What follows belongs to an exercise in optimizing a design on an open flow for small area; a production flow would make more cautious choices.
Function was checked by simulation only, so behaviour that the tests miss may differ from the original.

## game_core
module game_core (
    input  logic        clk,
    input  logic        reset,
    input  logic [7:0]  keycode0,
    input  logic [7:0]  keycode1,
    output logic [9:0]  char_x,
    output logic [9:0]  char_y,
    output logic        ts_collide,
    output logic        bs_collide,
    output logic        left_collide,
    output logic        right_collide,
    output logic        bottom_collide,
    output logic [3:0]  char_state,
    output logic [3:0]  screen,
    output logic [10:0] background_number,
    output logic [3:0]  screen_state
);
==> flow/config.mk <==
export PLATFORM = sky130hd
export DESIGN_NAME = game_core
export DESIGN_NICKNAME = game_core
export VERILOG_FILES = /design/flow/design.v
export SDC_FILE = /design/flow/constraint.sdc
export NUM_CORES = 4
export LEC_CHECK = 0
export CAP_MARGIN = 20
export CORE_MARGIN = 2
export CORE_UTILIZATION = 40
export SLEW_MARGIN = 20
==> flow/constraint.sdc <==
create_clock -name core_clock -period 12.0 [get_ports {clk}]
set_input_delay 2.4000 -clock core_clock [delete_from_list [all_inputs] [get_ports {clk}]]
set_output_delay 2.4000 -clock core_clock [all_outputs]
set_load 0.01 [all_outputs]
standard.sh (not shown) runs the stock make flow with config.mk's settings and CLKGATE_MAP_FILE= SYNTH_SCRIPT=/design/flow/synth_recipe.tcl, a recipe that flattens the netlist after the stock synthesis.
==> flow/flow/run.sh <==
#!/bin/bash
# Own layout flow: the standard synthesis, then the combinational logic
# re-mapped for area by yosys/ABC (every flip-flop instance kept exactly as the
# standard synthesis made it), then the standard layout steps.
set -euo pipefail
W=$(pwd)
R=$W/orfs/results/${FLOW_PLATFORM}/game_core/base
LIB=$FLOW_HOME/platforms/${FLOW_PLATFORM}/lib/sky130_fd_sc_hd__tt_025C_1v80.lib
YOSYS=$(command -v yosys || true)
[[ -n "$YOSYS" ]] || YOSYS=$FLOW_HOME/../tools/install/yosys/bin/yosys

# 1. standard synthesis
bash standard.sh synth > "$W/flow_synth.log" 2>&1
cp "$R/1_2_yosys.v" "$W/std_1_2_yosys.v"

# 2. re-map the combinational logic for area
IN="$W/std_1_2_yosys.v" OUT="$W/remap.v" LIB="$LIB" TOP="$FLOW_TOP" \
  ABC_SCRIPT="$W/flow/remap.abc" "$YOSYS" -c "$W/flow/remap.tcl" > "$W/flow_remap.log" 2>&1

# 3. the rest of the standard layout, from the re-mapped netlist
cp "$W/remap.v" "$R/1_2_yosys.v"
rm -f "$R/1_synth.odb" "$R/1_synth.sdc"
bash standard.sh finish > "$W/flow_layout.log" 2>&1
==> flow/flow/remap.abc <==
strash
&get -n
&deepsyn -T 30
&put
dch -f
amap
topo
==> flow/flow/remap.tcl <==
# remap.tcl: re-map the combinational logic of a mapped netlist for area,
# keeping every flip-flop instance (name, cell type, connections) as it is.
# env: LIB, IN, OUT, ABC_SCRIPT
yosys read_liberty -ignore_miss_func $::env(LIB)
yosys blackbox {sky130_fd_sc_hd__*df*} {sky130_fd_sc_hd__*dl*} {sky130_fd_sc_hd__*sdf*}
yosys read_verilog $::env(IN)
yosys hierarchy -top $::env(TOP)
yosys flatten
yosys rename -hide {w:_*}
yosys hierarchy -top $::env(TOP)
yosys opt_clean -purge
yosys abc -liberty $::env(LIB) -dont_use {*probe*} -dont_use {*lpflow*} -script $::env(ABC_SCRIPT)
yosys opt_clean -purge
yosys hilomap -hicell sky130_fd_sc_hd__conb_1 HI -locell sky130_fd_sc_hd__conb_1 LO
yosys opt_clean -purge
yosys insbuf -buf sky130_fd_sc_hd__buf_1 A X
yosys splitnets
yosys opt_clean -purge
yosys tee -o $::env(OUT).stat stat -liberty $::env(LIB)
yosys write_verilog -noattr -nohex -nodec $::env(OUT)
Then changed:
==> flow/run.sh (new file) <==
#!/bin/bash
# synth_recipe.tcl (not shown) runs the flow's synth.tcl, then flattens the netlist and writes it again
# the make line also repeats each setting of config.mk as NAME=value (left out here)
make -C /OpenROAD-flow-scripts/flow DESIGN_CONFIG=/design/flow/config.mk WORK_HOME=/design/flow/orfs CLKGATE_MAP_FILE= SYNTH_SCRIPT=/design/flow/synth_recipe.tcl finish
removed: flow/flow/run.sh
removed: flow/flow/remap.abc
removed: flow/flow/remap.tcl
removed: flow/standard.sh
Synthesized cell count increases by about 12%; sequential share of layout area drops by 2.2 points; core utilization drops by 3.9 points; die area goes up by 31%; setup slack gets better by 1000 ps.


Another version of the RTL of game_core (not shown whole).
Size: ~920 cells after synthesis, ~66 I/O pins, about 0.0050 mm2 of cells after synthesis.
Settings: LEC_CHECK=0, CAP_MARGIN=20, CORE_MARGIN=2, CORE_UTILIZATION=25, GPL_TIMING_DRIVEN=0, SLEW_MARGIN=20; clock period 12.0 ns.
==> flow/flow/run.sh <==
#!/bin/bash
# Own layout flow: the standard synthesis, then the combinational logic
# re-mapped for area by yosys/ABC (every flip-flop instance kept exactly as the
# standard synthesis made it), then the standard layout steps with the
# smallest port buffers and a clock tree without dummy loads.
set -euo pipefail
W=$(pwd)
R=$W/orfs/results/${FLOW_PLATFORM}/game_core/base
LIB=$FLOW_HOME/platforms/${FLOW_PLATFORM}/lib/sky130_fd_sc_hd__tt_025C_1v80.lib
YOSYS=$(command -v yosys || true)
[[ -n "$YOSYS" ]] || YOSYS=$FLOW_HOME/../tools/install/yosys/bin/yosys

# 1. standard synthesis
bash standard.sh synth > "$W/flow_synth.log" 2>&1
cp "$R/1_2_yosys.v" "$W/std_1_2_yosys.v"

# 2. re-map the combinational logic for area: eight ABC runs (different
#    seeds, with and without dc2 first), four at a time; keep the smallest
remap() {
  IN="$W/std_1_2_yosys.v" OUT="$W/remap_$1.v" LIB="$LIB" TOP="$FLOW_TOP" \
    ABC_SCRIPT="$W/remap_$1.abc" "$YOSYS" -c "$W/flow/remap.tcl" > "$W/flow_remap_$1.log" 2>&1
}
for s in 1 2 3 4 5 6 7 8; do
  if (( s % 2 )); then pre='dc2\n'; else pre=''; fi
  printf "strash\n${pre}&get -n\n&deepsyn -T 60 -S %s\n&put\ndch -f\namap\ntopo\n" "$s" > "$W/remap_$s.abc"
done
for s in 1 2 3 4; do remap $s & done
wait
for s in 5 6 7 8; do remap $s & done
wait
best=""
best_area=""
for s in 1 2 3 4 5 6 7 8; do
  a=$(awk '/Chip area/ {print $NF}' "$W/remap_$s.v.stat")
  echo "remap $s: $a" >> "$W/flow_remap.log"
  if [[ -z "$best" ]] || awk -v a="$a" -v b="$best_area" 'BEGIN {exit !(a < b)}'; then
    best=$s
    best_area=$a
  fi
done
echo "kept remap $best ($best_area)" >> "$W/flow_remap.log"

# 3. the rest of the standard layout, from the re-mapped netlist
cp "$W/remap_$best.v" "$R/1_2_yosys.v"
rm -f "$R/1_synth.odb" "$R/1_synth.sdc"
bash standard.sh BUFFER_PORTS_ARGS="-buffer_cell sky130_fd_sc_hd__buf_1" \
  CTS_ARGS="-sink_clustering_enable -sink_clustering_size 40 -sink_clustering_max_diameter 300 -repair_clock_nets -root_buf sky130_fd_sc_hd__clkbuf_8 -buf_list sky130_fd_sc_hd__clkbuf_4 -dont_use_dummy_load" \
  finish > "$W/flow_layout.log" 2>&1
Other scripts of this flow, unchanged in this note and not shown: flow/flow/remap.tcl
Next try:
--- a/flow/flow/run.sh
+++ b/flow/flow/run.sh
@@ -45,4 +45,4 @@
 rm -f "$R/1_synth.odb" "$R/1_synth.sdc"
 bash standard.sh BUFFER_PORTS_ARGS="-buffer_cell sky130_fd_sc_hd__buf_1" \
-  CTS_ARGS="-sink_clustering_enable -sink_clustering_size 40 -sink_clustering_max_diameter 300 -repair_clock_nets -root_buf sky130_fd_sc_hd__clkbuf_8 -buf_list sky130_fd_sc_hd__clkbuf_4 -dont_use_dummy_load" \
+  CTS_ARGS="-repair_clock_nets -buf_list sky130_fd_sc_hd__clkbuf_8 -dont_use_dummy_load" \
   finish > "$W/flow_layout.log" 2>&1
=> The new run ran to the end with no violations. Design area is unchanged. Routed wire length is unchanged. Die area does not change. Register-to-register slack is about the same. Worst hold slack is unchanged.


Another version of the RTL of game_core (not shown whole).
For scale: roughly 910 cells after synthesis, about 5000 um^2 of cells after synthesis.
==> flow/config.mk <==
export PLATFORM = sky130hd
export DESIGN_NAME = game_core
export DESIGN_NICKNAME = game_core
export VERILOG_FILES = /design/flow/design.v
export SDC_FILE = /design/flow/constraint.sdc
export NUM_CORES = 4
export LEC_CHECK = 0
export CAP_MARGIN = 20
export CORE_MARGIN = 2
export CORE_UTILIZATION = 25
export GPL_TIMING_DRIVEN = 0
export SLEW_MARGIN = 20
==> flow/constraint.sdc <==
create_clock -name core_clock -period 12.0 [get_ports {clk}]
set_input_delay 2.4000 -clock core_clock [delete_from_list [all_inputs] [get_ports {clk}]]
set_output_delay 2.4000 -clock core_clock [all_outputs]
set_load 0.01 [all_outputs]
==> flow/flow/run.sh <==
#!/bin/bash
# Own layout flow: the standard synthesis, then the combinational logic
# re-mapped for area by yosys/ABC (every flip-flop instance kept exactly as the
# standard synthesis made it), then the standard layout steps with the
# smallest port buffers and a clock tree without dummy loads.
set -euo pipefail
W=$(pwd)
R=$W/orfs/results/${FLOW_PLATFORM}/game_core/base
LIB=$FLOW_HOME/platforms/${FLOW_PLATFORM}/lib/sky130_fd_sc_hd__tt_025C_1v80.lib
YOSYS=$(command -v yosys || true)
[[ -n "$YOSYS" ]] || YOSYS=$FLOW_HOME/../tools/install/yosys/bin/yosys

# 1. standard synthesis
bash standard.sh synth > "$W/flow_synth.log" 2>&1
cp "$R/1_2_yosys.v" "$W/std_1_2_yosys.v"

# 2. re-map the combinational logic for area: three rounds of four ABC runs
#    (different seeds) in parallel; each round starts from the smallest
#    netlist so far
remap() {  # remap IN TAG
  IN="$1" OUT="$W/remap_$2.v" LIB="$LIB" TOP="$FLOW_TOP" \
    ABC_SCRIPT="$W/remap_$2.abc" "$YOSYS" -c "$W/flow/remap.tcl" > "$W/flow_remap_$2.log" 2>&1
}
area() { awk '/Chip area/ {print $NF}' "$W/remap_$1.v.stat"; }
best_in="$W/std_1_2_yosys.v"
best_area=""
seed=0
for round in 1 2 3; do
  tags=""
  for k in 1 2 3 4; do
    seed=$((seed + 1))
    tag="${round}_${k}"
    if (( round == 1 && k % 2 )); then pre='dc2\n'; else pre=''; fi
    printf "strash\n${pre}&get -n\n&deepsyn -T 60 -S %s\n&put\ndch -f\namap\ntopo\n" "$seed" > "$W/remap_$tag.abc"
    remap "$best_in" "$tag" &
    tags="$tags $tag"
  done
  wait
  for tag in $tags; do
    a=$(area "$tag")
    echo "remap $tag: $a" >> "$W/flow_remap.log"
    if [[ -z "$best_area" ]] || awk -v a="$a" -v b="$best_area" 'BEGIN {exit !(a < b)}'; then
      best_in="$W/remap_$tag.v"
      best_area=$a
    fi
  done
done
echo "kept $best_in ($best_area)" >> "$W/flow_remap.log"

# 3. the rest of the standard layout, from the re-mapped netlist
cp "$best_in" "$R/1_2_yosys.v"
rm -f "$R/1_synth.odb" "$R/1_synth.sdc"
bash standard.sh BUFFER_PORTS_ARGS="-buffer_cell sky130_fd_sc_hd__buf_1" \
  CTS_ARGS="-sink_clustering_enable -sink_clustering_size 40 -sink_clustering_max_diameter 300 -repair_clock_nets -buf_list sky130_fd_sc_hd__clkbuf_8 -dont_use_dummy_load" \
  finish > "$W/flow_layout.log" 2>&1
Other scripts of this flow, unchanged in this note and not shown: flow/flow/remap.tcl
Edit:
--- a/flow/flow/run.sh
+++ b/flow/flow/run.sh
@@ -16,5 +16,6 @@
 
-# 2. re-map the combinational logic for area: three rounds of four ABC runs
-#    (different seeds) in parallel; each round starts from the smallest
-#    netlist so far
+# 2. re-map the combinational logic for area: six rounds of eight ABC runs
+#    (different seeds, with and without dc2 first), four at a time; each round starts from the smallest
+#    netlist so far. deepsyn stops after 30 steps without improvement (no
+#    time limit), so the result does not depend on the machine's load.
 remap() {  # remap IN TAG
@@ -27,12 +28,15 @@
 seed=0
-for round in 1 2 3; do
+for round in 1 2 3 4 5 6; do
   tags=""
-  for k in 1 2 3 4; do
-    seed=$((seed + 1))
+  for k in 1 2 3 4 5 6 7 8; do
+    seed=$(( (seed % 100) + 1 ))
     tag="${round}_${k}"
-    if (( round == 1 && k % 2 )); then pre='dc2\n'; else pre=''; fi
-    printf "strash\n${pre}&get -n\n&deepsyn -T 60 -S %s\n&put\ndch -f\namap\ntopo\n" "$seed" > "$W/remap_$tag.abc"
-    remap "$best_in" "$tag" &
+    if (( k % 2 )); then pre='dc2\n'; else pre=''; fi
+    printf "strash\n${pre}&get -n\n&deepsyn -J 30 -S %s\n&put\ndch -f\namap\ntopo\n" "$seed" > "$W/remap_$tag.abc"
     tags="$tags $tag"
   done
+  set -- $tags
+  for tag in $1 $2 $3 $4; do remap "$best_in" "$tag" & done
+  wait
+  for tag in $5 $6 $7 $8; do remap "$best_in" "$tag" & done
   wait
Outcome: Count of clock-buffer cells in the layout does not change. Worst hold slack improves by 10 ps.
Edit:
--- a/flow/flow/run.sh
+++ b/flow/flow/run.sh
@@ -16,6 +16,7 @@
 
-# 2. re-map the combinational logic for area: six rounds of eight ABC runs
-#    (different seeds, with and without dc2 first), four at a time; each round starts from the smallest
-#    netlist so far. deepsyn stops after 30 steps without improvement (no
-#    time limit), so the result does not depend on the machine's load.
+# 2. re-map the combinational logic for area: nine rounds of four ABC runs
+#    (different seeds) in parallel; each round starts from the smallest
+#    netlist so far. deepsyn stops after 30 (from round 6 on, 100) steps
+#    without improvement (no time limit), so the result does not depend on
+#    the machine's load.
 remap() {  # remap IN TAG
@@ -28,15 +29,13 @@
 seed=0
-for round in 1 2 3 4 5 6; do
+for round in 1 2 3 4 5 6 7 8 9; do
   tags=""
-  for k in 1 2 3 4 5 6 7 8; do
-    seed=$(( (seed % 100) + 1 ))
+  for k in 1 2 3 4; do
+    seed=$((seed + 1))
     tag="${round}_${k}"
-    if (( k % 2 )); then pre='dc2\n'; else pre=''; fi
-    printf "strash\n${pre}&get -n\n&deepsyn -J 30 -S %s\n&put\ndch -f\namap\ntopo\n" "$seed" > "$W/remap_$tag.abc"
+    if (( (round == 1 || round > 5) && k % 2 )); then pre='dc2\n'; else pre=''; fi
+    if (( round > 5 )); then steps=100; else steps=30; fi
+    printf "strash\n${pre}&get -n\n&deepsyn -J ${steps} -S %s\n&put\ndch -f\namap\ntopo\n" "$seed" > "$W/remap_$tag.abc"
+    remap "$best_in" "$tag" &
     tags="$tags $tag"
   done
-  set -- $tags
-  for tag in $1 $2 $3 $4; do remap "$best_in" "$tag" & done
-  wait
-  for tag in $5 $6 $7 $8; do remap "$best_in" "$tag" & done
   wait
Result: Die area is lower by 1.9%; via count went down by about 0.7%; global-route usage increases by 1.2 points; final area came out lower by 1.8%; register-to-register slack got worse by 110 ps; final cell count came out lower by about 0.66%.
Edit:
--- a/flow/flow/run.sh
+++ b/flow/flow/run.sh
@@ -16,7 +16,5 @@
 
-# 2. re-map the combinational logic for area: nine rounds of four ABC runs
-#    (different seeds) in parallel; each round starts from the smallest
-#    netlist so far. deepsyn stops after 30 (from round 6 on, 100) steps
-#    without improvement (no time limit), so the result does not depend on
-#    the machine's load.
+# 2. re-map the combinational logic for area: five rounds of four ABC runs
+#    (different seeds and mappers) in parallel; each round starts from the
+#    smallest netlist so far
 remap() {  # remap IN TAG
@@ -29,3 +27,3 @@
 seed=0
-for round in 1 2 3 4 5 6 7 8 9; do
+for round in 1 2 3 4 5; do
   tags=""
@@ -34,5 +32,5 @@
     tag="${round}_${k}"
-    if (( (round == 1 || round > 5) && k % 2 )); then pre='dc2\n'; else pre=''; fi
-    if (( round > 5 )); then steps=100; else steps=30; fi
-    printf "strash\n${pre}&get -n\n&deepsyn -J ${steps} -S %s\n&put\ndch -f\namap\ntopo\n" "$seed" > "$W/remap_$tag.abc"
+    if (( round == 1 && k % 2 )); then pre='dc2\n'; else pre=''; fi
+    if (( round > 1 && k > 2 )); then map='map -a'; else map='amap'; fi
+    printf "strash\n${pre}&get -n\n&deepsyn -T 60 -S %s\n&put\ndch -f\n${map}\ntopo\n" "$seed" > "$W/remap_$tag.abc"
     remap "$best_in" "$tag" &
=>
- global-route usage went down by 3.4 points
- die area rose slightly
- setup slack gains 300 ps
- count of clock-buffer cells in the layout is unchanged
- flip-flop and latch count is unchanged
- via count came out higher by a few percent
- fmax rises by a few percent

re-timing with driven ports:
No port has a modelled driver above. Below, the same layouts with a new extraction and two added sets of constraints.
Step 1 sets driving cells, clkbuf_16 on the clock port and buf_2 on the other inputs (assumed; they add their load-dependent delay and slew).
Step 2 also shifts input and output timing later by t, the mid clock arrival at the registers, as if the neighbouring blocks saw the same clock.
Slacks: ideal / step 1 / step 2; pairs: ideal / step 1.
run | shift t [ns] | slack for setup (ns) | worst setup path at the end | latest minus earliest clock arrival (ns)
the first run of note 1 | 0.337 | 3.981 / 3.941 / 4.278 | register to output | 0.007 / 0.006
the second run of note 1 | 0.326 | 5.001 / 4.961 / 5.286 | register to output | 0.007 / 0.007
the first run of note 2 | 0.362 | 3.657 / 3.620 / 3.983 | register to output | 0.014 / 0.015
the second run of note 2 | 0.362 | 3.657 / 3.620 / 3.983 | register to output | 0.014 / 0.015
the first run of note 3 | 0.326 | 3.903 / 3.873 / 4.198 | register to output | 0.012 / 0.011
the second run of note 3 | 0.352 | 3.793 / 3.757 / 4.109 | register to output | 0.027 / 0.026
the third run of note 3 | 0.359 | 3.501 / 3.465 / 3.824 | register to output | 0.023 / 0.023
the fourth run of note 3 | 0.324 | 3.806 / 3.773 / 4.097 | register to output | 0.022 / 0.022
After both steps setup and hold are still met in every run listed.
